This is an optimization exercise on Yosys and OpenROAD, whose aim is small area, a short achievable clock period and few clock cycles per item, not a production implementation.
Only simulation tests tie the RTL to the original design; equivalence was not proved.
Power is estimated from default activity; no workload was simulated.

==> inputs of job 4086 <==
## MiniCalc2Core
module MiniCalc2Core (
    input  wire        Clk,
    input  wire        Reset,
    input  wire [0:7]  Instruction,
    input  wire [0:31] InputA,
    output wire [0:31] OutputA,
    output wire [0:31] StackFirst,
    output wire [0:31] StackSecond,
    output wire [0:4]  StackSize,
    input  wire        Execute,
    output wire        Ready,
    output wire        StackEmpty,
    output wire        OperationalError,
    output reg         ErrorStackUnderflow,
    output reg         ErrorInvalidArg,
    output reg         ErrorInvalidInstr,
    output reg         ErrorOverflow
);
Settings: LEC_CHECK=0, CAP_MARGIN=20, CORE_MARGIN=2, CORE_UTILIZATION=40, PLACE_DENSITY=0.6, SETUP_SLACK_MARGIN=5, SLEW_MARGIN=20, SYNTH_HIERARCHICAL=1; clock period 10.0 ns.
standard.sh (not shown) runs the stock make flow with config.mk's settings and CLKGATE_MAP_FILE= SYNTH_SCRIPT=/design/flow/synth_recipe.tcl, a recipe that flattens the netlist after the stock synthesis.
==> flow/flow/run.sh <==
#!/bin/bash
# Layout flow: the standard flow (standard.sh) with one change: the port
# buffers that global placement inserts are sky130_fd_sc_hd__buf_4 cells
# instead of the default pick (clkdlybuf4s50_1, a slow delay cell that the
# later resizing, limited to the same footprint, cannot replace). Every port
# still gets its buffer. ORFS writes each step's full log under orfs/logs/;
# make's own output goes to make.log in this folder.
set -euo pipefail
bash standard.sh "BUFFER_PORTS_ARGS=-buffer_cell sky130_fd_sc_hd__buf_4" finish > make.log 2>&1
==> inputs of job 6065, as changes to job 4086 <==
--- a/flow/design.v
+++ b/flow/design.v
@@ -148,17 +148,17 @@
     wire [35:0] t3s = rr ^ n1 ^ n2;
     wire [35:0] t3c = (rr & n1) | (rr & n2) | (n1 & n2);
     wire [36:0] t3w = {t3s, 1'b1} + {t3c[34:0], 1'b1, 1'b1};
     wire [35:0] t3 = t3w[36:1];
     wire        q3 = ~t3[35];
     wire        q2 = ~t2[35];
     wire        q1 = ~t1[35];
     wire [31:0] q_nx = {oa[29:0], q2, q3 | (q1 & ~q2)};
-    wire        sub_lt = t1[35];
+    wire        sub_lt = (s2 < s1);     
     wire        dit_last = (cnt == 4'd0);
     wire        get_out = (oa[31:5] != 27'd0) || (oa[4:0] >= n);
     wire        get_s1  = (oa[4:0] == n - 5'd1);
     wire        get_s2  = (oa[4:0] == n - 5'd2);
     wire m_fin  = st_mul & mul_done;
     wire m_cont = st_mul & ~mul_done;
     wire d_last = st_dit & dit_last;
     wire d_cont = st_dit & ~dit_last;
==> flow/run.sh (new file) <==
#!/bin/bash
# synth_recipe.tcl (not shown) runs the flow's synth.tcl, then flattens the netlist and writes it again
# the make line also repeats each setting of config.mk as NAME=value (left out here)
make -C /OpenROAD-flow-scripts/flow DESIGN_CONFIG=/design/flow/config.mk WORK_HOME=/design/flow/orfs CLKGATE_MAP_FILE= SYNTH_SCRIPT=/design/flow/synth_recipe.tcl finish
removed: flow/flow/run.sh
removed: flow/standard.sh
==> qor summary <==
|  | job 6065 | job 4086 |
|---|---|---|
| Sequential element share of the synthesized area | 46.4% | 46.3% |
| Global placement routability congestion | 0.996 | 1.02 |
| Final non-filler cell total | 8509 | 8569 |
| Via count | 56500 | 56900 |
| Reg power frac | 51.3% | 50.7% |
| XOR/XNOR Fraction of Synth Area | 5.04% | 4.81% |
| Power Combinational | 465 uW | 443 uW |
| Internal Power | 7090 uW | 7220 uW |
| Clk pwr | 4040 uW | 4190 uW |
| Global routing met2 resource utilization | 49.0% | 48.1% |
| Basic-gate share of the synthesized area counting and, or, nand and nor cells | 12.4% | 13.3% |
| Post-synthesis adder-cell area fraction | 6.77% | 6.76% |
| Clock network contribution to total cell area | 4.27% | 4.60% |
| Number of antenna repair diodes | 5 | 11 |
| Filler cell count in the final layout | 14700 | 14700 |
| Crit path required time | 10.66 ns | 10.62 ns |
| Status | timing/DRC/antenna clean | timing/DRC/antenna clean |
| Stage delay of the slowest cell on the critical path | 0.51 ns | 0.72 ns |
| Sw power | 2170 uW | 2170 uW |
Testbench counts of job 4086, summed over its fixed seeds: cycles 9,947, instrs 6,400.
Testbench counts of job 6065, summed over its fixed seeds: cycles 9,947, instrs 6,400.

-- re-timing with driven ports --
No port has a modelled driver above. Below, the same layouts with a new extraction and two added sets of constraints.
Step 1 sets driving cells, clkbuf_16 on the clock port and buf_2 on the other inputs (assumed; they add their load-dependent delay and slew).
Step 2 adds t to the input delays and takes it off the output delays; t is the mean of the earliest and latest rising clock arrival at the registers after step 1. Input paths then give back, and output paths get back, about the clock's delay inside the block.
Three values: ideal ports, drivers, drivers and shift; two values: the first two.
run | t (ns) | setup slack, ns | worst setup path at the end
job 4086 | 0.818 | 4.395 / 4.395 / 4.395 | register to register
job 6065 | 0.842 | 4.519 / 4.519 / 4.197 | input to register
After both steps setup and hold are still met in every run listed. For job 6065, which loses most, drivers alone change the setup slack by 0.000 ns; drivers and shift together by -0.322 ns.
